What follows belongs to an exercise in optimizing a design on an open flow for small area; a production flow would make more cautious choices.
Only simulation tests tie the RTL to the original design; equivalence was not proved.

[flow/config.mk]
export PLATFORM = sky130hd
export DESIGN_NAME = top_gray_sobel
export DESIGN_NICKNAME = top_gray_sobel
export VERILOG_FILES = /design/flow/design.v
export SDC_FILE = /design/flow/constraint.sdc
export NUM_CORES = 4
export LEC_CHECK = 0
export CAP_MARGIN = 20
export CORE_AREA = 10 10 290 290
export DIE_AREA = 0 0 300 300
export SLEW_MARGIN = 20
export SYNTH_HIERARCHICAL = 1
export SYNTH_MINIMUM_KEEP_SIZE = 0
[flow/constraint.sdc]
create_clock -name core_clock -period 10.0 [get_ports {clk_i}]
set_input_delay 2.0000 -clock core_clock [delete_from_list [all_inputs] [get_ports {clk_i}]]
set_output_delay 2.0000 -clock core_clock [all_outputs]
set_load 0.01 [all_outputs]
[flow/design.v]
package sobel_pkg;
localparam MAX_PIXEL_BITS = 15;
localparam PIXEL_WIDTH_OUT = 8;
endpackage
module fa (input logic a, b, c, output logic s, co);
    assign s  = a ^ b ^ c;
    assign co = (a & b) | (a & c) | (b & c);
endmodule
module ha (input logic a, b, output logic s, co);
    assign s  = a ^ b;
    assign co = a & b;
endmodule
import sobel_pkg::*;
module top_gray_sobel (
        input logic    clk_i,
        input logic    nreset_i,
        input logic    [1:0] select_i,
        input logic    finish_i,
        input logic    start_i,
        input logic    [MAX_PIXEL_BITS-1:0] in_pixel_i,
        output logic   [MAX_PIXEL_BITS-1:0] out_pixel_o,
        output logic   px_ready_sobel_o
    );
    wire sel0 = (select_i == 2'd0);
    wire sel1 = (select_i == 2'd1);
    wire sel2 = (select_i == 2'd2);
    wire sel3 = (select_i == 2'd3);
    logic [MAX_PIXEL_BITS-1:0] px_q;
    logic gray_busy_q, gray_valid_q, gray_busy_nx;
    logic byp_q, byp_nx;
    logic [7:0] gray_sum, gray;
    always_ff @(posedge clk_i) px_q <= in_pixel_i;
    assign gray_busy_nx = gray_busy_q ? ~finish_i : (start_i & (sel0 | sel2));
    assign byp_nx       = byp_q ? ~finish_i : (start_i & sel3);
    always_ff @(posedge clk_i or negedge nreset_i) begin
        if (!nreset_i) begin
            gray_busy_q  <= 1'b0;
            gray_valid_q <= 1'b0;
            byp_q        <= 1'b0;
        end else begin
            gray_busy_q  <= gray_busy_nx;
            gray_valid_q <= gray_busy_nx & ~sel1;
            byp_q        <= byp_nx;
        end
    end
    logic gs1, gs2;
    ha gsu2 (.a(px_q[10]), .b(px_q[13]), .s(gs1), .co(gs2));
    logic gs3, gs4;
    fa gsu4 (.a(px_q[11]), .b(px_q[14]), .c(px_q[5]), .s(gs3), .co(gs4));
    logic gs5, gs6;
    ha gsu6 (.a(px_q[8]), .b(px_q[3]), .s(gs5), .co(gs6));
    logic gs7, gs8;
    fa gsu8 (.a(px_q[12]), .b(px_q[6]), .c(px_q[9]), .s(gs7), .co(gs8));
    logic gs9, gs10;
    ha gsu10 (.a(px_q[12]), .b(px_q[6]), .s(gs9), .co(gs10));
    logic gs11, gs12;
    fa gsu12 (.a(gs1), .b(px_q[7]), .c(px_q[2]), .s(gs11), .co(gs12));
    logic gs13, gs14;
    fa gsu14 (.a(gs3), .b(gs5), .c(px_q[4]), .s(gs13), .co(gs14));
    logic gs15, gs16;
    fa gsu16 (.a(gs7), .b(px_q[4]), .c(gs4), .s(gs15), .co(gs16));
    logic gs17, gs18;
    ha gsu18 (.a(px_q[13]), .b(px_q[7]), .s(gs17), .co(gs18));
    logic gs19, gs20;
    ha gsu20 (.a(gs9), .b(px_q[1]), .s(gs19), .co(gs20));
    logic gs21, gs22;
    fa gsu22 (.a(gs11), .b(px_q[3]), .c(gs10), .s(gs21), .co(gs22));
    logic gs23, gs24;
    fa gsu24 (.a(gs13), .b(gs2), .c(gs12), .s(gs23), .co(gs24));
    logic gs25, gs26;
    fa gsu26 (.a(gs15), .b(gs6), .c(gs14), .s(gs25), .co(gs26));
    logic gs27, gs28;
    fa gsu28 (.a(gs17), .b(gs8), .c(gs16), .s(gs27), .co(gs28));
    logic gs29, gs30;
    fa gsu30 (.a(px_q[14]), .b(px_q[8]), .c(gs18), .s(gs29), .co(gs30));
    logic gs31, gs32;
    ha gsu32 (.a(gs19), .b(px_q[2]), .s(gs31), .co(gs32));
    assign gray_sum[0] = gs31;
    logic gs33, gs34;
    fa gsu34 (.a(gs21), .b(gs20), .c(gs32), .s(gs33), .co(gs34));
    assign gray_sum[1] = gs33;
    logic gs35, gs36;
    fa gsu36 (.a(gs23), .b(gs22), .c(gs34), .s(gs35), .co(gs36));
    assign gray_sum[2] = gs35;
    logic gs37, gs38;
    fa gsu38 (.a(gs25), .b(gs24), .c(gs36), .s(gs37), .co(gs38));
    assign gray_sum[3] = gs37;
    logic gs39, gs40;
    fa gsu40 (.a(gs27), .b(gs26), .c(gs38), .s(gs39), .co(gs40));
    assign gray_sum[4] = gs39;
    logic gs41, gs42;
    fa gsu42 (.a(gs29), .b(gs28), .c(gs40), .s(gs41), .co(gs42));
    assign gray_sum[5] = gs41;
    logic gs43, gs44;
    fa gsu44 (.a(px_q[9]), .b(gs30), .c(gs42), .s(gs43), .co(gs44));
    assign gray_sum[6] = gs43;
    assign gray_sum[7] = gs44;
    assign gray = gray_valid_q ? gray_sum : 8'd0;
    localparam logic [3:0] S_IDLE = 4'd0;    
    localparam logic [3:0] S_F9   = 4'd9;
    localparam logic [3:0] S_WAIT = 4'd10;
    localparam logic [3:0] S_N1   = 4'd11;
    localparam logic [3:0] S_N2   = 4'd12;
    localparam logic [3:0] S_N3   = 4'd13;
    localparam logic [3:0] S_N0   = 4'd14;
    logic start_sobel;
    logic [7:0] in_gray_n;             
    logic [3:0] st_q, st_nx;
    logic result, show, second;
    logic [7:0] w1, w2, w3, w4, w5, w6, w7, w8, p2_n;
    logic [7:0] op_p0, op_p1, op_p2, op_n0, op_n1, op_n2;
    logic [10:0] s_sum;
    logic [3:0] q;
    logic neg, sat, sat1_q, sat2_q, q_gt;
    logic [6:0] mag, mag1_q, mag2_q, mag_max;
    logic [6:0] low_or;
    logic [7:0] sobel;
    assign start_sobel = start_i & (sel1 | sel2);
    assign in_gray_n = ~(sel1 ? in_pixel_i[7:0] : sel2 ? gray : 8'd0);
    always_comb begin
        st_nx  = st_q;
        result = 1'b0;
        case (st_q)
            S_IDLE: if (start_sobel) st_nx = 4'd1;
            4'd1, 4'd2, 4'd3, 4'd4, 4'd5, 4'd6, 4'd7, 4'd8: st_nx = st_q + 4'd1;
            S_F9: begin
                st_nx  = S_WAIT;
                result = 1'b1;
            end
            S_WAIT: st_nx = S_N1;
            S_N1, S_N2: st_nx = finish_i ? S_IDLE : st_q + 4'd1;
            S_N3: begin
                st_nx  = finish_i ? S_IDLE : S_N0;
                result = ~finish_i;
            end
            S_N0: st_nx = finish_i ? S_IDLE : S_N1;
            default: st_nx = S_IDLE;
        endcase
    end
    assign show   = (st_q == S_WAIT) | (st_q == S_N0);
    assign second = (st_q == S_F9) | (st_q == S_N3);
    always_ff @(posedge clk_i or negedge nreset_i) begin
        if (!nreset_i) begin
            st_q <= S_IDLE;
            p2_n <= '1;
        end else begin
            st_q <= st_nx;
            if (result) p2_n <= in_gray_n;
        end
    end
    always_ff @(posedge clk_i) begin
        if (!show) begin
            w1 <= w2; w2 <= w3; w3 <= w4; w4 <= w5;
            w5 <= w6; w6 <= w7; w7 <= w8; w8 <= in_gray_n;
        end
    end
    assign op_p0 = ~w7;
    assign op_p1 = second ? ~w4 : ~in_gray_n;
    assign op_p2 = second ? ~w8 : ~p2_n;
    assign op_n0 = w2;
    assign op_n1 = w3;
    assign op_n2 = second ? w6 : w5;
    logic ss1, ss2;
    fa ssu2 (.a(op_p0[0]), .b(op_p2[0]), .c(op_n0[0]), .s(ss1), .co(ss2));
    logic ss3, ss4;
    fa ssu4 (.a(op_p0[1]), .b(op_p2[1]), .c(op_n0[1]), .s(ss3), .co(ss4));
    logic ss5, ss6;
    ha ssu6 (.a(op_n1[1]), .b(op_n2[1]), .s(ss5), .co(ss6));
    logic ss7, ss8;
    fa ssu8 (.a(op_p0[2]), .b(op_p2[2]), .c(op_n0[2]), .s(ss7), .co(ss8));
    logic ss9, ss10;
    ha ssu10 (.a(op_n1[2]), .b(op_n2[2]), .s(ss9), .co(ss10));
    logic ss11, ss12;
    fa ssu12 (.a(op_p0[3]), .b(op_p2[3]), .c(op_n0[3]), .s(ss11), .co(ss12));
    logic ss13, ss14;
    ha ssu14 (.a(op_n1[3]), .b(op_n2[3]), .s(ss13), .co(ss14));
    logic ss15, ss16;
    fa ssu16 (.a(op_p0[4]), .b(op_p2[4]), .c(op_n0[4]), .s(ss15), .co(ss16));
    logic ss17, ss18;
    ha ssu18 (.a(op_n1[4]), .b(op_n2[4]), .s(ss17), .co(ss18));
    logic ss19, ss20;
    fa ssu20 (.a(op_p0[5]), .b(op_p2[5]), .c(op_n0[5]), .s(ss19), .co(ss20));
    logic ss21, ss22;
    ha ssu22 (.a(op_n1[5]), .b(op_n2[5]), .s(ss21), .co(ss22));
    logic ss23, ss24;
    fa ssu24 (.a(op_p0[6]), .b(op_p2[6]), .c(op_n0[6]), .s(ss23), .co(ss24));
    logic ss25, ss26;
    ha ssu26 (.a(op_n1[6]), .b(op_n2[6]), .s(ss25), .co(ss26));
    logic ss27, ss28;
    fa ssu28 (.a(op_p0[7]), .b(op_p2[7]), .c(op_n0[7]), .s(ss27), .co(ss28));
    logic ss29, ss30;
    ha ssu30 (.a(op_n1[7]), .b(op_n2[7]), .s(ss29), .co(ss30));
    logic ss31, ss32;
    ha ssu32 (.a(ss1), .b(op_n1[0]), .s(ss31), .co(ss32));
    logic ss33, ss34;
    fa ssu34 (.a(ss3), .b(ss5), .c(ss2), .s(ss33), .co(ss34));
    logic ss35, ss36;
    fa ssu36 (.a(ss7), .b(ss9), .c(ss4), .s(ss35), .co(ss36));
    logic ss37, ss38;
    fa ssu38 (.a(ss11), .b(ss13), .c(ss8), .s(ss37), .co(ss38));
    logic ss39, ss40;
    fa ssu40 (.a(ss15), .b(ss17), .c(ss12), .s(ss39), .co(ss40));
    logic ss41, ss42;
    fa ssu42 (.a(ss19), .b(ss21), .c(ss16), .s(ss41), .co(ss42));
    logic ss43, ss44;
    fa ssu44 (.a(ss23), .b(ss25), .c(ss20), .s(ss43), .co(ss44));
    logic ss45, ss46;
    fa ssu46 (.a(ss27), .b(ss29), .c(ss24), .s(ss45), .co(ss46));
    logic ss47, ss48;
    ha ssu48 (.a(ss31), .b(op_n2[0]), .s(ss47), .co(ss48));
    logic ss49, ss50;
    assign ss49 = ~(ss33 ^ ss32);
    assign ss50 = ss33 | ss32;
    logic ss51, ss52;
    fa ssu52 (.a(ss35), .b(ss6), .c(ss34), .s(ss51), .co(ss52));
    logic ss53, ss54;
    fa ssu54 (.a(ss37), .b(ss10), .c(ss36), .s(ss53), .co(ss54));
    logic ss55, ss56;
    fa ssu56 (.a(ss39), .b(ss14), .c(ss38), .s(ss55), .co(ss56));
    logic ss57, ss58;
    fa ssu58 (.a(ss41), .b(ss18), .c(ss40), .s(ss57), .co(ss58));
    logic ss59, ss60;
    fa ssu60 (.a(ss43), .b(ss22), .c(ss42), .s(ss59), .co(ss60));
    logic ss61, ss62;
    fa ssu62 (.a(ss45), .b(ss26), .c(ss44), .s(ss61), .co(ss62));
    logic ss63, ss64;
    fa ssu64 (.a(ss28), .b(ss30), .c(ss46), .s(ss63), .co(ss64));
    logic ss65, ss66;
    ha ssu66 (.a(ss47), .b(op_p1[0]), .s(ss65), .co(ss66));
    logic ss67, ss68;
    fa ssu68 (.a(ss49), .b(ss48), .c(op_p1[1]), .s(ss67), .co(ss68));
    logic ss69, ss70;
    fa ssu70 (.a(ss51), .b(ss50), .c(op_p1[2]), .s(ss69), .co(ss70));
    logic ss71, ss72;
    fa ssu72 (.a(ss53), .b(ss52), .c(op_p1[3]), .s(ss71), .co(ss72));
    logic ss73, ss74;
    fa ssu74 (.a(ss55), .b(ss54), .c(op_p1[4]), .s(ss73), .co(ss74));
    logic ss75, ss76;
    fa ssu76 (.a(ss57), .b(ss56), .c(op_p1[5]), .s(ss75), .co(ss76));
    logic ss77, ss78;
    fa ssu78 (.a(ss59), .b(ss58), .c(op_p1[6]), .s(ss77), .co(ss78));
    logic ss79, ss80;
    fa ssu80 (.a(ss61), .b(ss60), .c(op_p1[7]), .s(ss79), .co(ss80));
    logic ss81, ss82;
    ha ssu82 (.a(ss63), .b(ss62), .s(ss81), .co(ss82));
    logic ss83, ss84;
    assign ss83 = ~ss65;
    assign ss84 = ss65;
    assign s_sum[0] = ss83;
    logic ss85, ss86;
    fa ssu86 (.a(ss67), .b(ss66), .c(ss84), .s(ss85), .co(ss86));
    assign s_sum[1] = ss85;
    logic ss87, ss88;
    fa ssu88 (.a(ss69), .b(ss68), .c(ss86), .s(ss87), .co(ss88));
    assign s_sum[2] = ss87;
    logic ss89, ss90;
    fa ssu90 (.a(ss71), .b(ss70), .c(ss88), .s(ss89), .co(ss90));
    assign s_sum[3] = ss89;
    logic ss91, ss92;
    fa ssu92 (.a(ss73), .b(ss72), .c(ss90), .s(ss91), .co(ss92));
    assign s_sum[4] = ss91;
    logic ss93, ss94;
    fa ssu94 (.a(ss75), .b(ss74), .c(ss92), .s(ss93), .co(ss94));
    assign s_sum[5] = ss93;
    logic ss95, ss96;
    fa ssu96 (.a(ss77), .b(ss76), .c(ss94), .s(ss95), .co(ss96));
    assign s_sum[6] = ss95;
    logic ss97, ss98;
    fa ssu98 (.a(ss79), .b(ss78), .c(ss96), .s(ss97), .co(ss98));
    assign s_sum[7] = ss97;
    logic ss99, ss100;
    fa ssu100 (.a(ss81), .b(ss80), .c(ss98), .s(ss99), .co(ss100));
    assign s_sum[8] = ss99;
    logic ss101, ss102;
    fa ssu102 (.a(ss64), .b(ss82), .c(ss100), .s(ss101), .co(ss102));
    assign s_sum[9] = ss101;
    assign s_sum[10] = ss102;
    assign q   = s_sum[10:7];
    assign neg = q[0];
    assign sat = ~((q == 4'd6) | ((q == 4'd5) & (|s_sum[6:0])));
    always_comb begin
        low_or[0] = 1'b0;
        for (int k = 1; k < 7; k++) low_or[k] = low_or[k-1] | s_sum[k-1];
    end
    assign mag = s_sum[6:0] ^ ({7{neg}} & low_or);
    always_ff @(posedge clk_i) begin
        sat1_q <= sat;
        mag1_q <= mag;
        sat2_q <= sat1_q;
        mag2_q <= mag1_q;
    end
    always_comb begin
        q_gt = 1'b0;
        for (int k = 0; k < 7; k++)
            q_gt = (mag1_q[k] & ~mag2_q[k]) | (~(mag1_q[k] ^ mag2_q[k]) & q_gt);
    end
    assign mag_max = q_gt ? mag1_q : mag2_q;
    assign sobel   = ~show ? 8'd0 : (sat1_q | sat2_q) ? 8'hff : {mag_max, 1'b0};
    always_comb begin
        case (select_i)
            2'd0:       out_pixel_o = {7'b0, gray};
            2'd1, 2'd2: out_pixel_o = {7'b0, sobel};
            default:    out_pixel_o = byp_q ? px_q : '0;
        endcase
        case (select_i)
            2'd1, 2'd2: px_ready_sobel_o = show;
            default:    px_ready_sobel_o = 1'b0;
        endcase
    end
endmodule
[flow/run.sh]
#!/bin/bash
# synth_recipe.tcl (not shown) runs the flow's synth.tcl, then flattens the netlist and writes it again
# the make line also repeats each setting of config.mk as NAME=value (left out here)
make -C /OpenROAD-flow-scripts/flow DESIGN_CONFIG=/design/flow/config.mk WORK_HOME=/design/flow/orfs CLKGATE_MAP_FILE= SYNTH_SCRIPT=/design/flow/synth_recipe.tcl finish
==> flow_metrics.env, run 1 <==
export IMPL_status="no timing/DRC/antenna violations"
export IMPL_final_cell_area_um2=7380
export IMPL_rr_worst_depth=18
export IMPL_fin_crit_sh_pct=75.4
export IMPL_grt_pass1_vias=3302
export IMPL_synth_enable_flop_cells=56
export IMPL_endpoint="sat1_q$_DFF_P_"
export IMPL_grt_pass1_wl_um=18200
export IMPL_area_growth_synth_to_final_pct=34.9
export IMPL_slew_viol_final=0
export IMPL_numPortBuffers=36
export IMPL_place_gp_congestion=0.788
export IMPL_rsz0062_at_grt="no"
export IMPL_cts_resized=0
export IMPL_firstDrtPassIters=4
export IMPL_synth_cell_types=45
export IMPL_worst_pin_slew_ns=0.939
export IMPL_cts_buffers=9
export IMPL_htreeDepth=3
export IMPL_r2r_end="sat1_q$_DFF_P_"
export IMPL_clock_sinks=102
export IMPL_min_path_type="flop to flop"
export IMPL_worst_setup_path_start_kind="input pin"
export IMPL_coreArea_um2=77600
export IMPL_ys_flop_type="edfxtp_1"
export IMPL_worstPathArrival_ns=7.78
export IMPL_crit_type="input pin to flop"
export IMPL_path_clk_slew_ns=0.07
export IMPL_drv_cap=0
export IMPL_start_util_pct=7.05
export IMPL_grt_remaining_overflow=0
export IMPL_max_slew_margin_pct=37.2
export IMPL_nFillCells=8946
export IMPL_rows=102
export IMPL_vias=3100
export IMPL_ctsHoldBuffers=0
export IMPL_synth_top_area_cell="edfxtp_1"
export IMPL_ys_seq_area_share_pct=49.2
export IMPL_drcViolationCount=0
export IMPL_io_pins=37
export IMPL_clk_latency_ns=0.35
export IMPL_tritoncts="done"
export IMPL_crit_path_start="select_i[1]"
export IMPL_skew_ns=0.00817
export IMPL_synth_top_area_share_pct=30.8
export IMPL_final_hold_violation_count=0
export IMPL_regToRegStartpoint="px_q[13]$_DFF_P_"
export IMPL_cts_setup_buffers=0
export IMPL_synthesis_area_um2=5470
export IMPL_crit_required_ns=10.23
export IMPL_dieArea_um2=90000
export IMPL_finalCriticalPeriod_ns=7.54
export IMPL_seq_area_um2=2690
export IMPL_end_kind="flop"
export IMPL_detail_route_wl_per_cell_um=7.58
export IMPL_grtUsageTotal_pct=2.60
export IMPL_rrSetupSlack_ns=2.49
export IMPL_ys_top_cells_by_count="edfxtp_1, fa_1, ha_1"
export IMPL_antenna_found_initial=1
export IMPL_place_area_um2=7110
export IMPL_syn_area_per_cell_um2=14.4
export IMPL_viasPerCell=2.11
export IMPL_yosysMostFrequentCell="edfxtp_1"
export IMPL_max_freq_mhz=133
export IMPL_grt_max_degree=57
export IMPL_syn_num_nets=489
export IMPL_yosysWarnings=7
export IMPL_wirelength_um=11100
export IMPL_cts_root_buf="clkbuf_16"
export IMPL_place_hpwl_um=8770
export IMPL_die_h_um=300
export IMPL_setup_violations_final=0
export IMPL_die_w_um=300
export IMPL_nets=529
export IMPL_async_reset_ff_share_pct=14.7
export IMPL_netlist_top_cells_area="edfxtp_1, fa_1, dfxtp_1, ha_1, dfstp_2"
export IMPL_cts_buffer_depth=2
export IMPL_postRouteAntennaNets=0
export IMPL_ys_ff_latch=102
export IMPL_synth_cells=380
export IMPL_multiInputGateArea_um2=2640
export IMPL_fin_setup_tns_ns=0
export IMPL_drive_gt1_share_pct=11.1
export IMPL_drtIter0Drc=212
export IMPL_cp_max_fo=17
==> modules after synthesis, one instance, submodules excluded <==
module	flip-flops and latches	cell area, um2	cells inside
ha	0	12.5	1
top_gray_sobel	102	4170	309
fa	0	20.0	1
==> layout by cell type (no fill, tap or decap), types with 12 or more instances in the layout <==
cell	netlist	final
a21oi_1	13	13
fa_1	54	54
o21ai_0	12	12
clkdlybuf4s50_1	0	36
mux2_2	16	16
inv_1	29	29
nand2_1	14	13
mux2i_1	19	19
dfxtp_1	31	31
edfxtp_1	56	56
ha_1	34	34
==> routing by layer <==
layer	GRT usage (%)	wire length (um)	up-vias
li1	-	-	1437
met3	1.45	798	9
met1	3.22	5330	1563
met2	3.79	4880	91
met4	0.750	97	0
met5	0	0	-
==> registers in the layout (all words and copies together), names as in the netlist <==
register,cells
p2_n,8
gray_busy_q,1
st_q,4
w2,8
w5,8
w4,8
w3,8
px_q,15
mag2_q,7
mag1_q,7
sat2_q,1
w6,8
w7,8
byp_q,1
w8,8
sat1_q,1
gray_valid_q,1
==> logic make-up after synthesis <==
group	after synthesis	synth area share (%)
DFF	102	49.2
buffers and inverters	38	2.70
and+or+nand+nor	54	5.58
AOI/OAI and AO/OA	55	6.84
muxes	36	7.05
xor gates and xnor gates	7	1.12
adders and majority gates	88	27.6
==> worst max-delay path: stages <==
cell and delay, ns:
clkdlybuf4s50_1 0.48, inv_1 0.11, ha_1 0.48, nor3b_1 0.10, a21oi_1 0.23, mux2i_1 0.13
fa_1 0.49, fa_1 0.45, fa_1 0.39, fa_1 0.38, fa_1 0.38, fa_1 0.40
fa_1 0.39, fa_1 0.40, fa_1 0.39, fa_1 0.49, nand3b_1 0.09
==> metrics by stage <==
step / hold slack (ns) / util (%) / instances / worst slack (ns)
floorplan: 0.344 / - / 380 / 2.88
global placement: 0.366 / 9.16 / 1449 / 2.17
detailed placement: 0.368 / 9.16 / 1449 / 2.03
CTS: 0.378 / 9.51 / 1465 / 2.41
global route: 0.390 / 9.51 / 1465 / 2.19
finish: 0.372 / 9.51 / 1466 / 2.46
==> area by class of cell <==
type	count	share of cell area, %
multi-input combinational	240	35.7
sequential	102	36.4
clock inverter	5	0.475
timing repair buffer	38	5.09
tap	1040	17.6
inverter	29	1.48
antenna	1	0.0339
clock buffer	11	3.15
==> how the worst min path moves through the flow <==
stage	from	to	slack, ns	cells past startpoint
after detailed placement	mag1_q[6]$_DFF_P_	mag2_q[6]$_DFF_P_	0.37	0
final	mag1_q[6]$_DFF_P_	mag2_q[6]$_DFF_P_	0.37	0
after global placement	mag1_q[6]$_DFF_P_	mag2_q[6]$_DFF_P_	0.37	0
after CTS	mag1_q[6]$_DFF_P_	mag2_q[6]$_DFF_P_	0.38	0
after global routing	mag1_q[6]$_DFF_P_	mag2_q[6]$_DFF_P_	0.39	0
after floorplan	sat1_q$_DFF_P_	sat2_q$_DFF_P_	0.34	0
==> run 2, diff against run 1 <==
--- a/flow/config.mk
+++ b/flow/config.mk
@@ -7,6 +7,7 @@
 export LEC_CHECK = 0
 export CAP_MARGIN = 20
-export CORE_AREA = 10 10 290 290
-export DIE_AREA = 0 0 300 300
+export CORE_AREA = 5 5 115 115
+export CTS_BUF_LIST = sky130_fd_sc_hd__clkbuf_4 sky130_fd_sc_hd__clkbuf_8
+export DIE_AREA = 0 0 120 120
 export SLEW_MARGIN = 20
 export SYNTH_HIERARCHICAL = 1
==> run 2 against run 1 <==
Effect of this change:
- still clean on timing, DRC and antenna
- die area shrank 84%
- non-clock buffer count unchanged
- global-route usage is 13 points higher
- sequential share of layout area rose by 6.8 points
- via count fell by 2.6%
- cell count decreased by 61%
- critical path type is now flop to output pin
==> flow_metrics.env, run 2 <==
export IMPL_grt_pass1_vias=3258
export IMPL_cp_max_fo=3
export IMPL_cts_buffers=9
export IMPL_ctsHoldBuffers=0
export IMPL_vias=3018
export IMPL_crit_required_ns=8.00
export IMPL_die_h_um=120
export IMPL_slew_viol_final=0
export IMPL_synth_enable_flop_cells=56
export IMPL_io_pins=37
export IMPL_r2r_end="sat1_q$_DFF_P_"
export IMPL_fin_setup_tns_ns=0
export IMPL_hold_path_cell_count=0
export IMPL_n_antenna_cell=0
export IMPL_layout_cells_most_common_list="edfxtp_1, fa_1, clkdlybuf4s50_1, ha_1, dfxtp_1"
export IMPL_syn_area_per_cell_um2=14.4
export IMPL_firstDrtPassIters=4
export IMPL_max_freq_mhz=134
export IMPL_min_path_type="flop to flop"
export IMPL_worstPathArrival_ns=5.45
export IMPL_yosysMostFrequentCell="edfxtp_1"
export IMPL_regToRegStartpoint="px_q[13]$_DFF_P_"
export IMPL_final_cell_area_um2=6210
export IMPL_finalCriticalPeriod_ns=7.45
export IMPL_cts_root_buf="clkbuf_8"
export IMPL_cts_buffer_depth=2
export IMPL_die_w_um=120
export IMPL_drtIter0Drc=146
export IMPL_seq_area_um2=2690
export IMPL_final_hold_violation_count=0
export IMPL_ys_flop_type="edfxtp_1"
export IMPL_tritoncts="done"
export IMPL_worst_pin_slew_ns=0.772
export IMPL_htreeDepth=3
export IMPL_ys_ff_latch=102
export IMPL_clock_sinks=102
export IMPL_cts_resized=0
export IMPL_synth_top_area_share_pct=30.8
export IMPL_ys_seq_area_share_pct=49.2
export IMPL_detail_route_wl_per_cell_um=17.7
export IMPL_final_common_cell="edfxtp_1"
export IMPL_multiInputGateArea_um2=2640
export IMPL_skew_ns=0.0134
export IMPL_place_area_um2=5990
export IMPL_ys_top_cells_by_count="edfxtp_1, fa_1, ha_1"
export IMPL_path_clk_slew_ns=0.09
export IMPL_largest_register_ffs=15
export IMPL_grt_max_degree=57
export IMPL_start_util_pct=45.7
export IMPL_place_gp_congestion=0.828
export IMPL_netlist_top_cells_area="edfxtp_1, fa_1, dfxtp_1, ha_1, dfstp_2"
export IMPL_rsz0062_at_grt="no"
export IMPL_place_hpwl_um=7840
export IMPL_synth_top_area_cell="edfxtp_1"
export IMPL_fin_crit_sh_pct=74.5
export IMPL_worst_setup_path_start_kind="flop"
export IMPL_rows=40
export IMPL_largest_register="px_q"
export IMPL_cts_setup_buffers=0
export IMPL_clk_latency_ns=0.39
export IMPL_endpoint="out_pixel_o[6]"
export IMPL_max_slew_margin_pct=48.4
export IMPL_status="no timing/DRC/antenna violations"
export IMPL_area_growth_synth_to_final_pct=13.6
export IMPL_postRouteAntennaNets=0
export IMPL_drv_cap=0
export IMPL_antenna_found_initial=0
export IMPL_end_kind="output pin"
export IMPL_coreArea_um2=12000
export IMPL_crit_path_start="px_q[13]$_DFF_P_"
export IMPL_wirelength_um=10100
export IMPL_drcViolationCount=0
export IMPL_yosysWarnings=7
export IMPL_grt_remaining_overflow=0
export IMPL_rrSetupSlack_ns=2.64
export IMPL_dieArea_um2=14400
export IMPL_grtUsageTotal_pct=15.5
export IMPL_viasPerCell=5.28
export IMPL_grt_pass1_wl_um=17000
export IMPL_nFillCells=1026
export IMPL_synth_cells=380
export IMPL_nets=529
export IMPL_setup_violations_final=0
export IMPL_crit_type="flop to output pin"
export IMPL_rr_worst_depth=18
export IMPL_syn_num_nets=489
export IMPL_synth_cell_types=45
export IMPL_synthesis_area_um2=5470
export IMPL_numPortBuffers=36
export IMPL_drive_gt1_share_pct=11.5
export IMPL_async_reset_ff_share_pct=14.7
==> run 2: worst max-delay path, stage by stage (launching register included) <==
cell and delay (ns):
dfxtp_1 0.40, ha_1 0.27, fa_1 0.51, fa_1 0.54, fa_1 0.48, fa_1 0.40
fa_1 0.39, fa_1 0.39, fa_1 0.39, fa_1 0.53, a22oi_1 0.09, o21ai_0 0.11
clkdlybuf4s50_1 0.56
==> run 2: area by class of cell <==
cell class / count / share of cell area (%)
well taps: 147 / 2.96
clock inverters: 7 / 1.57
inverters: 29 / 1.75
multi-input cells: 240 / 42.4
repair buffers: 38 / 6.04
flip-flops and latches: 102 / 43.3
clock buffers: 9 / 1.99
==> run 2: kinds of logic (layout without fill, tap and decap cells) <==
kind of cell	Yosys count	in the layout	share of synthesized area (%)
flip-flops	102	102	49.2
AND/OR/NAND/NOR	54	54	5.58
buffers and inverters	38	83	2.70
multiplexers	36	36	7.05
AO/OA/AOI/OAI	55	55	6.84
XOR/XNOR	7	7	1.12
adder cells (fa/ha/maj)	88	88	27.6
==> run 2: worst min path at each step <==
stage | start | end
finish | mag1_q[0]$_DFF_P_ | mag2_q[0]$_DFF_P_
global route | mag1_q[0]$_DFF_P_ | mag2_q[0]$_DFF_P_
CTS | mag1_q[0]$_DFF_P_ | mag2_q[0]$_DFF_P_
detailed placement | mag1_q[0]$_DFF_P_ | mag2_q[0]$_DFF_P_
global placement | mag1_q[5]$_DFF_P_ | mag2_q[5]$_DFF_P_
floorplan | sat1_q$_DFF_P_ | sat2_q$_DFF_P_
==> run 2: stage by stage <==
stage               hold slack, ns  utilization (%)  cells  worst slack [ns]
floorplan                    0.344                -    380              2.88
global placement             0.364             50.1    556              2.22
detailed placement           0.370             50.1    556              2.13
CTS                          0.383             51.9    572              2.53
global route                 0.397             51.9    572              2.33
finish                       0.380             51.9    572              2.55
==> run 2: metal layers <==
layer / vias to the layer above / global-route usage, % / routed length, um
li1: 1435 / - / -
met1: 1508 / 20.1 / 4580
met2: 58 / 24.3 / 4860
met3: 17 / 5.33 / 469
met4: 0 / 5.37 / 216
met5: - / 0 / 0
==> run 2: per-module statistics from Yosys (local to each module, per instance) <==
module | flops+latches | cell area [um2] | cells inside
top_gray_sobel | 102 | 4170 | 309
fa | 0 | 20.0 | 1
ha | 0 | 12.5 | 1
==> run 3, diff against run 2 <==
==> flow/flow/run.sh (new file) <==
#!/bin/bash
# The standard layout (standard.sh: the standard flow's synthesis and ORFS flow), with
#  - port buffers of the smallest buffer cell instead of the default choice,
#  - clock tree synthesis without dummy loads at the tree's leaves.
# Each tool's full output goes to a log of its own under orfs/logs; make's
# output goes to flow_make.log here.
set -euo pipefail
export BUFFER_PORTS_ARGS="-buffer_cell sky130_fd_sc_hd__buf_1"
export CTS_ARGS="-sink_clustering_enable -repair_clock_nets -dont_use_dummy_load -buf_list sky130_fd_sc_hd__clkbuf_4 sky130_fd_sc_hd__clkbuf_8"
bash standard.sh > flow_make.log 2>&1
==> flow/standard.sh (new file) <==
#!/bin/bash
# synth_recipe.tcl (not shown) runs the flow's synth.tcl, then flattens the netlist and writes it again
# the make line also repeats each setting of config.mk as NAME=value (left out here)
make -C /OpenROAD-flow-scripts/flow DESIGN_CONFIG=/design/flow/config.mk WORK_HOME=/design/flow/orfs CLKGATE_MAP_FILE= SYNTH_SCRIPT=/design/flow/synth_recipe.tcl "${@:-finish}"
removed: flow/run.sh
==> run 3 against run 2 <==
Effect of this change:
- the run now fails in clock tree synthesis
- synthesized cell count unchanged
- area after synthesis unchanged
==> flow_metrics.env, run 3 <==
export IMPL_synth_top_area_share_pct=30.8
export IMPL_ys_ff_latch=102
export IMPL_netlist_top_cells_area="edfxtp_1, fa_1, dfxtp_1, ha_1, dfstp_2"
export IMPL_yosysWarnings=7
export IMPL_place_gp_congestion=0.813
export IMPL_muxShareOfSynthArea_pct=7.05
export IMPL_yosys_area_share_simple_pct=5.58
export IMPL_lastStage="clock tree synthesis"
export IMPL_ys_top_cells_by_count="edfxtp_1, fa_1, ha_1"
export IMPL_error_line="[ERROR STA-0564] clock_tree_synthesis positional arguments not supported."
export IMPL_synth_xor_area_share_pct=1.12
export IMPL_io_pins=37
export IMPL_start_util_pct=45.7
export IMPL_ys_flop_type="edfxtp_1"
export IMPL_synth_cell_types=45
export IMPL_synth_enable_flop_cells=56
export IMPL_die_h_um=120
export IMPL_syn_area_per_cell_um2=14.4
export IMPL_synth_cells=380
export IMPL_syn_num_nets=489
export IMPL_synthesis_area_um2=5470
export IMPL_async_reset_ff_share_pct=14.7
export IMPL_die_w_um=120
export IMPL_ys_seq_area_share_pct=49.2
export IMPL_numPortBuffers=36
export IMPL_status="did not finish"
export IMPL_yosysMostFrequentCell="edfxtp_1"
export IMPL_place_hpwl_um=7530
export IMPL_placed_cells=556
export IMPL_rows=40
export IMPL_synth_top_family_by_area="adder cells"
export IMPL_synth_compound_area_share_pct=6.84
export IMPL_synth_top_area_cell="edfxtp_1"
export IMPL_synth_adder_area_share_pct=27.6
==> run 3: cell families after synthesis <==
family	count (synthesis)
DFF	102
adders and majority gates	88
AOI/OAI and AO/OA	55
and+or+nand+nor	54
buffers and inverters	38
muxes	36
xor gates and xnor gates	7
==> run 3: worst min-delay path by stage <==
stage	to	slack (ns)	cells past startpoint
after floorplan	sat2_q$_DFF_P_	0.34	0
after detailed placement	sat2_q$_DFF_P_	0.36	0
after global placement	mag2_q[4]$_DFF_P_	0.37	0
==> run 3: modules after synthesis (local to each module, per instance) <==
| module | area, um2 | times used |
|---|---|---|
| top_gray_sobel | 4170 | 1 |
| fa | 20.0 | 54 |
| ha | 12.5 | 17 |
==> run 3: through the flow <==
stage | hold slack, ns | instance area [um2] | worst slack (ns)
floorplan | 0.344 | 5470 | 2.88
global placement | 0.365 | 5770 | 2.59
detailed placement | 0.360 | 5770 | 2.50
==> run 4, diff against run 3 <==
--- a/flow/flow/run.sh
+++ b/flow/flow/run.sh
@@ -7,4 +7,4 @@
 set -euo pipefail
 export BUFFER_PORTS_ARGS="-buffer_cell sky130_fd_sc_hd__buf_1"
-export CTS_ARGS="-sink_clustering_enable -repair_clock_nets -dont_use_dummy_load -buf_list sky130_fd_sc_hd__clkbuf_4 sky130_fd_sc_hd__clkbuf_8"
+export CTS_ARGS="-sink_clustering_enable -repair_clock_nets -dont_use_dummy_load -buf_list {sky130_fd_sc_hd__clkbuf_4 sky130_fd_sc_hd__clkbuf_8}"
 bash standard.sh > flow_make.log 2>&1
==> run 4 against run 3 <==
Effect of this change:
- now clean on timing, DRC and antenna
- area after synthesis is the same
- synthesized cell count is the same
==> flow_metrics.env, run 4 <==
export IMPL_grtUsageTotal_pct=14.8
export IMPL_synth_cell_types=45
export IMPL_nets=529
export IMPL_ys_flop_type="edfxtp_1"
export IMPL_fin_crit_sh_pct=72.7
export IMPL_drt_met1_wl_um=4690
export IMPL_route_met3_wl_um=401
export IMPL_drv_cap=0
export IMPL_firstDrtPassIters=5
export IMPL_grt_remaining_overflow=0
export IMPL_detail_route_wl_per_cell_um=17.5
export IMPL_n_antenna_cell=0
export IMPL_crit_family="adder cells"
export IMPL_synthesis_area_um2=5470
export IMPL_viasPerCell=5.30
export IMPL_worst_setup_path_start_kind="flop"
export IMPL_min_path_type="flop to flop"
export IMPL_die_w_um=120
export IMPL_multiInputGateArea_um2=2640
export IMPL_ys_top_cells_by_count="edfxtp_1, fa_1, ha_1"
export IMPL_cts_root_buf="clkbuf_8"
export IMPL_ys_seq_area_share_pct=49.2
export IMPL_rsz0062_at_grt="no"
export IMPL_clk_latency_ns=0.36
export IMPL_end_kind="flop"
export IMPL_coreArea_um2=12000
export IMPL_syn_num_nets=489
export IMPL_crit_chain="ha_1 > fa_1 > fa_1 > fa_1 > fa_1 > fa_1 > fa_1 > fa_1 > nor3b_1 > a21oi_1 > mux2i_1 > fa_1 > fa_1 > fa_1 > fa_1 > fa_1 > fa_1 > nand3b_1"
export IMPL_numPortBuffers=36
export IMPL_netlist_top_cells_area="edfxtp_1, fa_1, dfxtp_1, ha_1, dfstp_2"
export IMPL_status="no timing/DRC/antenna violations"
export IMPL_htreeDepth=3
export IMPL_postRouteAntennaNets=0
export IMPL_path_clk_slew_ns=0.08
export IMPL_antenna_found_initial=0
export IMPL_nFillCells=1063
export IMPL_drcViolationCount=0
export IMPL_io_pins=37
export IMPL_crit_type="flop to flop"
export IMPL_crit_required_ns=10.25
export IMPL_grt_pass1_vias=3259
export IMPL_critPathMaxStageDelay_ns=0.53
export IMPL_crit_top_cell="fa_1"
export IMPL_layout_cells_most_common_list="edfxtp_1, fa_1, buf_1, ha_1, dfxtp_1"
export IMPL_seq_area_um2=2690
export IMPL_fin_setup_tns_ns=0
export IMPL_setup_violations_final=0
export IMPL_place_gp_congestion=0.813
export IMPL_pre_cts_ws_ns=2.50
export IMPL_tritoncts="done"
export IMPL_start_util_pct=45.7
export IMPL_cp_max_fo=3
export IMPL_slew_viol_final=0
export IMPL_synth_top_area_cell="edfxtp_1"
export IMPL_worstPathArrival_ns=7.52
export IMPL_die_h_um=120
export IMPL_path_buf_inv=0
export IMPL_layout_setup_ws_ns=2.73
export IMPL_grt_max_degree=57
export IMPL_synth_top_area_share_pct=30.8
export IMPL_cts_setup_buffers=0
export IMPL_area_growth_synth_to_final_pct=7.73
export IMPL_syn_area_per_cell_um2=14.4
export IMPL_max_slew_margin_pct=52.1
export IMPL_drtIter0Drc=183
export IMPL_grt_pass1_wl_um=16500
export IMPL_cts_resized=0
export IMPL_vias=2993
export IMPL_synth_cells=380
export IMPL_rows=40
export IMPL_largest_register_ffs=15
export IMPL_yosysMostFrequentCell="edfxtp_1"
export IMPL_clock_sinks=102
export IMPL_ctsHoldBuffers=0
export IMPL_wirelength_um=9890
export IMPL_largest_register="px_q"
export IMPL_final_common_cell="edfxtp_1"
export IMPL_synth_enable_flop_cells=56
export IMPL_cts_buffer_depth=2
export IMPL_ys_ff_latch=102
export IMPL_worst_path_max_delay_cell="fa_1"
export IMPL_place_hpwl_um=7530
export IMPL_drive_gt1_share_pct=10.3
export IMPL_max_freq_mhz=138
export IMPL_finalCriticalPeriod_ns=7.27
export IMPL_yosysWarnings=7
export IMPL_async_reset_ff_share_pct=14.7
export IMPL_dieArea_um2=14400
export IMPL_cts_buffers=9
export IMPL_final_hold_violation_count=0
export IMPL_skew_ns=0.0218
export IMPL_worst_pin_slew_ns=0.718
export IMPL_top_layer="met4"
export IMPL_met2_length_um=4630
[run 4: routing by layer]
metal	vias to the layer above	GRT usage [%]
met2	52	22.9
met5	-	0
met1	1506	19.7
met3	12	5.14
met4	0	4.29
li1	1423	-
[run 4: kinds of logic after synthesis]
| group | after synthesis | share of synthesized area [%] |
|---|---|---|
| mux | 36 | 7.05 |
| flops | 102 | 49.2 |
| simple gates | 54 | 5.58 |
| fa+ha+maj | 88 | 27.6 |
| compound gates | 55 | 6.84 |
| buf+inv | 38 | 2.70 |
| xor+xnor | 7 | 1.12 |
[run 4: stage by stage]
stage / hold WS (ns) / util [%] / instances / cell area (um2)
floorplan: 0.344 / - / 380 / 5470
global placement: 0.365 / 48.2 / 556 / 5770
detailed placement: 0.360 / 48.2 / 556 / 5770
CTS: 0.373 / 49.2 / 565 / 5890
global route: 0.382 / 49.2 / 565 / 5890
finish: 0.368 / 49.2 / 565 / 5890
[run 4: final timing paths]
check / start / endpoint / slack [ns] / cells past startpoint
max in group asynchronous: nreset_i / p2_n[3]$_DFFE_PN1P_ / 8.06 / 1
max reg2reg: px_q[13]$_DFF_P_ / sat1_q$_DFF_P_ / 2.73 / 18
min: sat1_q$_DFF_P_ / sat2_q$_DFF_P_ / 0.37 / 0
min reg2reg: sat1_q$_DFF_P_ / sat2_q$_DFF_P_ / 0.37 / 0
min in group asynchronous: nreset_i / byp_q$_DFF_PN0_ / 1.58 / 1
max: px_q[13]$_DFF_P_ / sat1_q$_DFF_P_ / 2.73 / 18
[run 4: worst register-to-register path: cells and delay by family (launching register included)]
kind	cells	cell delay, ns
compound gates	1	0.38
fa+ha+maj	14	6.07
flops	1	0.33
mux	1	0.18
simple gates	2	0.24
[run 4: layout make-up]
class                   instances  share of cell area [%]
multi-input cells             240                    44.7
flip-flops and latches        102                    45.6
clock buffers                   9                    2.10
well taps                     147                    3.12
inverters                      29                    1.85
repair buffers                 38                    2.57
[run 4: modules after synthesis (local to each module, per instance)]
module | cell area, um2 | flip-flops and latches
top_gray_sobel | 4170 | 102
fa | 20.0 | 0
ha | 12.5 | 0
==> run 5, diff against run 4 <==
--- a/flow/design.v
+++ b/flow/design.v
@@ -97,5 +97,13 @@
     assign gray_sum[7] = gs44;
     assign gray = gray_valid_q ? gray_sum : 8'd0;
-    localparam logic [3:0] S_IDLE = 4'd0;    
+    localparam logic [3:0] S_IDLE = 4'd0;
+    localparam logic [3:0] S_F1   = 4'd1;
+    localparam logic [3:0] S_F2   = 4'd2;
+    localparam logic [3:0] S_F3   = 4'd3;
+    localparam logic [3:0] S_F4   = 4'd4;
+    localparam logic [3:0] S_F5   = 4'd5;
+    localparam logic [3:0] S_F6   = 4'd6;
+    localparam logic [3:0] S_F7   = 4'd7;
+    localparam logic [3:0] S_F8   = 4'd8;
     localparam logic [3:0] S_F9   = 4'd9;
     localparam logic [3:0] S_WAIT = 4'd10;
@@ -112,6 +120,6 @@
     logic [10:0] s_sum;
     logic [3:0] q;
-    logic neg, sat, sat1_q, sat2_q, q_gt;
-    logic [6:0] mag, mag1_q, mag2_q, mag_max;
+    logic neg, sat, sat_q, q_gt;
+    logic [6:0] mag, mag_q;
     logic [6:0] low_or;
     logic [7:0] sobel;
@@ -122,6 +130,13 @@
         result = 1'b0;
         case (st_q)
-            S_IDLE: if (start_sobel) st_nx = 4'd1;
-            4'd1, 4'd2, 4'd3, 4'd4, 4'd5, 4'd6, 4'd7, 4'd8: st_nx = st_q + 4'd1;
+            S_IDLE: if (start_sobel) st_nx = S_F1;
+            S_F1: st_nx = S_F2;
+            S_F2: st_nx = S_F3;
+            S_F3: st_nx = S_F4;
+            S_F4: st_nx = S_F5;
+            S_F5: st_nx = S_F6;
+            S_F6: st_nx = S_F7;
+            S_F7: st_nx = S_F8;
+            S_F8: st_nx = S_F9;
             S_F9: begin
                 st_nx  = S_WAIT;
@@ -129,5 +144,6 @@
             end
             S_WAIT: st_nx = S_N1;
-            S_N1, S_N2: st_nx = finish_i ? S_IDLE : st_q + 4'd1;
+            S_N1: st_nx = finish_i ? S_IDLE : S_N2;
+            S_N2: st_nx = finish_i ? S_IDLE : S_N3;
             S_N3: begin
                 st_nx  = finish_i ? S_IDLE : S_N0;
@@ -284,17 +300,14 @@
     end
     assign mag = s_sum[6:0] ^ ({7{neg}} & low_or);
-    always_ff @(posedge clk_i) begin
-        sat1_q <= sat;
-        mag1_q <= mag;
-        sat2_q <= sat1_q;
-        mag2_q <= mag1_q;
-    end
     always_comb begin
         q_gt = 1'b0;
         for (int k = 0; k < 7; k++)
-            q_gt = (mag1_q[k] & ~mag2_q[k]) | (~(mag1_q[k] ^ mag2_q[k]) & q_gt);
+            q_gt = (mag_q[k] & ~mag[k]) | (mag_q[k] & q_gt) | (~mag[k] & q_gt);
+    end
+    always_ff @(posedge clk_i) begin
+        sat_q <= sat | (second & sat_q);
+        mag_q <= (second & q_gt) ? mag_q : mag;
     end
-    assign mag_max = q_gt ? mag1_q : mag2_q;
-    assign sobel   = ~show ? 8'd0 : (sat1_q | sat2_q) ? 8'hff : {mag_max, 1'b0};
+    assign sobel = ~show ? 8'd0 : sat_q ? 8'hff : {mag_q, 1'b0};
     always_comb begin
         case (select_i)
==> run 5 against run 4 <==
Effect of this change:
- still clean
- die area unchanged
- core utilization down 1.8 points
- critical path depth up 3
- sequential cell count down 8
- worst setup slack worse by 1.1 ns
- via count up 1.4%
- clock skew down 0.0028 ns
- register-to-register slack worse by 1.1 ns
- non-clock buffer count up 2
- critical path type unchanged
- critical endpoint is now mag_q[5]$_DFFE_PN_
- largest cell class unchanged
==> flow_metrics.env, run 5 <==
export IMPL_status="no timing/DRC/antenna violations"
export IMPL_final_hold_violation_count=0
export IMPL_die_h_um=120
export IMPL_drv_cap=0
export IMPL_vias=3034
export IMPL_crit_required_ns=10.04
export IMPL_place_area_um2=5530
export IMPL_crit_chain="ha_1 > fa_1 > fa_1 > fa_1 > fa_1 > fa_1 > nor3b_1 > a21oi_1 > mux2i_1 > fa_1 > fa_1 > fa_1 > fa_1 > fa_1 > fa_1 > inv_1 > or3_1 > a32oi_1 > a31oi_1 > o211ai_1 > a221o_1"
export IMPL_cts_root_buf="clkbuf_8"
export IMPL_syn_num_nets=489
export IMPL_fin_setup_tns_ns=0
export IMPL_path_clk_slew_ns=0.08
export IMPL_yosysWarnings=7
export IMPL_place_gp_congestion=0.852
export IMPL_syn_area_per_cell_um2=13.4
export IMPL_largest_register_ffs=15
export IMPL_wirelength_um=10200
export IMPL_synthesis_area_um2=5250
export IMPL_cts_buffers=9
export IMPL_critPathMaxStageDelay_ns=0.72
export IMPL_place_hpwl_um=7830
export IMPL_fin_crit_sh_pct=84.0
export IMPL_numPortBuffers=36
export IMPL_clk_latency_ns=0.38
export IMPL_max_freq_mhz=119
export IMPL_largest_register="px_q"
export IMPL_ys_ff_latch=94
export IMPL_grtUsageTotal_pct=15.4
export IMPL_worst_path_max_delay_cell="fa_1"
export IMPL_clock_sinks=94
export IMPL_ys_flop_type="edfxtp_1"
export IMPL_netlist_top_cells_area="edfxtp_1, fa_1, dfxtp_1, ha_1, dfstp_2"
export IMPL_ys_top_cells_by_count="edfxtp_1, fa_1, nand2_1"
export IMPL_skew_ns=0.0190
export IMPL_crit_top_cell="fa_1"
export IMPL_cp_max_fo=11
export IMPL_final_cell_area_um2=5670
export IMPL_n_antenna_cell=0
export IMPL_path_buf_inv=1
export IMPL_max_slew_margin_pct=50.7
export IMPL_synth_cell_types=47
export IMPL_end_kind="flop"
export IMPL_finalCriticalPeriod_ns=8.40
export IMPL_cts_buffer_depth=2
export IMPL_grt_max_degree=58
export IMPL_area_growth_synth_to_final_pct=7.98
export IMPL_cts_setup_buffers=0
export IMPL_coreArea_um2=12000
export IMPL_htreeDepth=3
export IMPL_seq_area_um2=2600
export IMPL_detail_route_wl_per_cell_um=17.8
export IMPL_io_pins=37
export IMPL_nets=524
export IMPL_slew_viol_final=0
export IMPL_dieArea_um2=14400
export IMPL_ctsHoldBuffers=0
export IMPL_start_util_pct=43.9
export IMPL_drtIter0Drc=168
export IMPL_multiInputGateArea_um2=2510
export IMPL_post_route_util_pct=47.4
export IMPL_grt_remaining_overflow=0
export IMPL_worst_pin_slew_ns=0.739
export IMPL_final_common_cell="edfxtp_1"
export IMPL_layout_cells_most_common_list="edfxtp_1, fa_1, nand2_1, buf_1"
export IMPL_postRouteAntennaNets=0
export IMPL_ys_seq_area_share_pct=49.4
export IMPL_synth_cells=391
export IMPL_viasPerCell=5.31
export IMPL_synth_top_area_share_pct=36.0
export IMPL_drive_gt1_share_pct=8.73
export IMPL_cts_resized=0
export IMPL_rows=40
export IMPL_grt_pass1_wl_um=16800
export IMPL_regToRegStartpoint="px_q[10]$_DFF_P_"
export IMPL_drcViolationCount=0
export IMPL_firstDrtPassIters=4
export IMPL_nFillCells=1068
export IMPL_grt_pass1_vias=3113
export IMPL_worstHoldStart="w5[7]$_DFFE_PP_"
export IMPL_synth_top_area_cell="edfxtp_1"
export IMPL_setup_violations_final=0
export IMPL_antenna_found_initial=0
export IMPL_min_path_type="flop to flop"
export IMPL_crit_family="adder cells"
export IMPL_tritoncts="done"
export IMPL_synth_enable_flop_cells=63
export IMPL_yosysMostFrequentCell="edfxtp_1"
export IMPL_async_reset_ff_share_pct=16.0
export IMPL_crit_type="flop to flop"
export IMPL_rsz0062_at_grt="no"
export IMPL_worstPathArrival_ns=8.45
export IMPL_die_w_um=120
export IMPL_worst_setup_path_start_kind="flop"
export IMPL_crit_path_start="px_q[10]$_DFF_P_"
==> run 5: cell count changes after synthesis, moves of 5 or more <==
| cell | previous run | this run |
|---|---|---|
| edfxtp_1 | 56 | 63 |
| a21boi_0 | 5 | 0 |
| mux2_2 | 16 | 9 |
| ha_1 | 34 | 23 |
| clkbuf_1 | 5 | 14 |
| inv_1 | 29 | 23 |
| nor2_1 | 5 | 16 |
| nand2_1 | 14 | 42 |
| dfxtp_1 | 31 | 16 |
| o21ai_1 | 0 | 6 |
==> run 5: cell families after synthesis <==
kind of cell | after synthesis | synth area share [%]
AOI/OAI and AO/OA | 53 | 6.34
xor gates and xnor gates | 5 | 0.833
adders and majority gates | 77 | 26.1
buffers and inverters | 39 | 2.81
DFF | 94 | 49.4
muxes | 27 | 5.36
and+or+nand+nor | 96 | 9.17
==> run 5: layer usage <==
| metal | up-vias | GRT usage [%] | share of wire [%] | routed length [um] |
|---|---|---|---|---|
| li1 | 1429 | - | - | - |
| met1 | 1546 | 22.6 | 49 | 4940 |
| met2 | 49 | 22.2 | 46 | 4690 |
| met3 | 10 | 3.96 | 4.0 | 410 |
| met4 | 0 | 5.15 | 1.4 | 139 |
| met5 | - | 0 | 0 | 0 |
==> run 5: per-stage QoR <==
stage                     instances  hold slack (ns)  setup WS [ns]
final                           571            0.436           1.60
after global placement          561            0.430           1.63
after global routing            571            0.447           1.25
after CTS                       570            0.435           1.55
after detailed placement        561            0.432           1.38
after floorplan                 391            0.426           2.00
==> run 5: path summary, 6_finish.rpt <==
check,depth (start not counted),slack (ns),end
setup / recovery,21,1.60,mag_q[5]$_DFFE_PN_
hold / removal,0,0.44,w4[7]$_DFFE_PP_
setup reg to reg,21,1.60,mag_q[5]$_DFFE_PN_
hold reg to reg,0,0.44,w4[7]$_DFFE_PP_
max in group asynchronous,2,7.95,p2_n[7]$_DFFE_PN1P_
min in group asynchronous,1,1.82,p2_n[2]$_DFFE_PN1P_
==> run 5: layout make-up <==
cell class | instances | area share (%)
Clock buffer | 9 | 2.18
Inverter | 23 | 1.52
Multi-Input combinational cell | 258 | 44.2
Sequential cell | 94 | 45.8
Tap cell | 147 | 3.24
Timing Repair Buffer | 40 | 3.04
==> run 5: worst reg2reg max path, stage by stage, from the launching register on <==
cell	delay, ns
dfxtp_1	0.33
ha_1	0.33
fa_1	0.53
fa_1	0.52
fa_1	0.44
fa_1	0.39
fa_1	0.47
nor3b_1	0.16
a21oi_1	0.44
mux2i_1	0.21
fa_1	0.51
fa_1	0.45
fa_1	0.38
fa_1	0.38
fa_1	0.39
fa_1	0.72
inv_1	0.10
or3_1	0.41
a32oi_1	0.27
a31oi_1	0.12
o211ai_1	0.17
a221o_1	0.35
==> run 5: per-module statistics from Yosys, one instance, submodules excluded <==
| module | cells inside | flops+latches | copies in the design |
|---|---|---|---|
| fa | 1 | 0 | 54 |
| ha | 1 | 0 | 17 |
| top_gray_sobel | 320 | 94 | 1 |

-- afterwards: timing with drivers on the ports --
The flow's constraints put no driver on any port. The routed layouts listed below were extracted and timed again, unchanged, in two steps. Step 1, drivers: a clkbuf_16 drives clk_i and a buf_2 each remaining input, both assumed. Step 2 moves the port delays by t, midway between the first and last clock arrival at a register: inputs arrive t later, outputs are due t later. That takes back most of the time a late clock gives input paths. Three values: ideal, step 1, step 2; two values: the first two.
| run | t, ns | slack for setup (ns) | clock arrival spread, ns | worst register clock-pin slew, ns | worst data-port slew with drivers (ns) |
|---|---|---|---|---|---|
| run 1 | 0.407 | 2.456 / 2.485 / 2.078 | 0.008 / 0.008 | 0.07 / 0.07 | 0.12 |
| run 2 | 0.413 | 2.553 / 2.521 / 2.146 | 0.014 / 0.014 | 0.10 / 0.10 | 0.04 |
| run 4 | 0.381 | 2.729 / 2.729 / 2.514 | 0.022 / 0.022 | 0.09 / 0.09 | 0.03 |
| run 5 | 0.403 | 1.597 / 1.597 / 1.411 | 0.019 / 0.019 | 0.09 / 0.09 | 0.04 |
After both steps setup and hold are still met in every run listed. For run 2, which loses most, drivers alone change the setup slack by -0.032 ns; drivers and shift together by -0.407 ns.
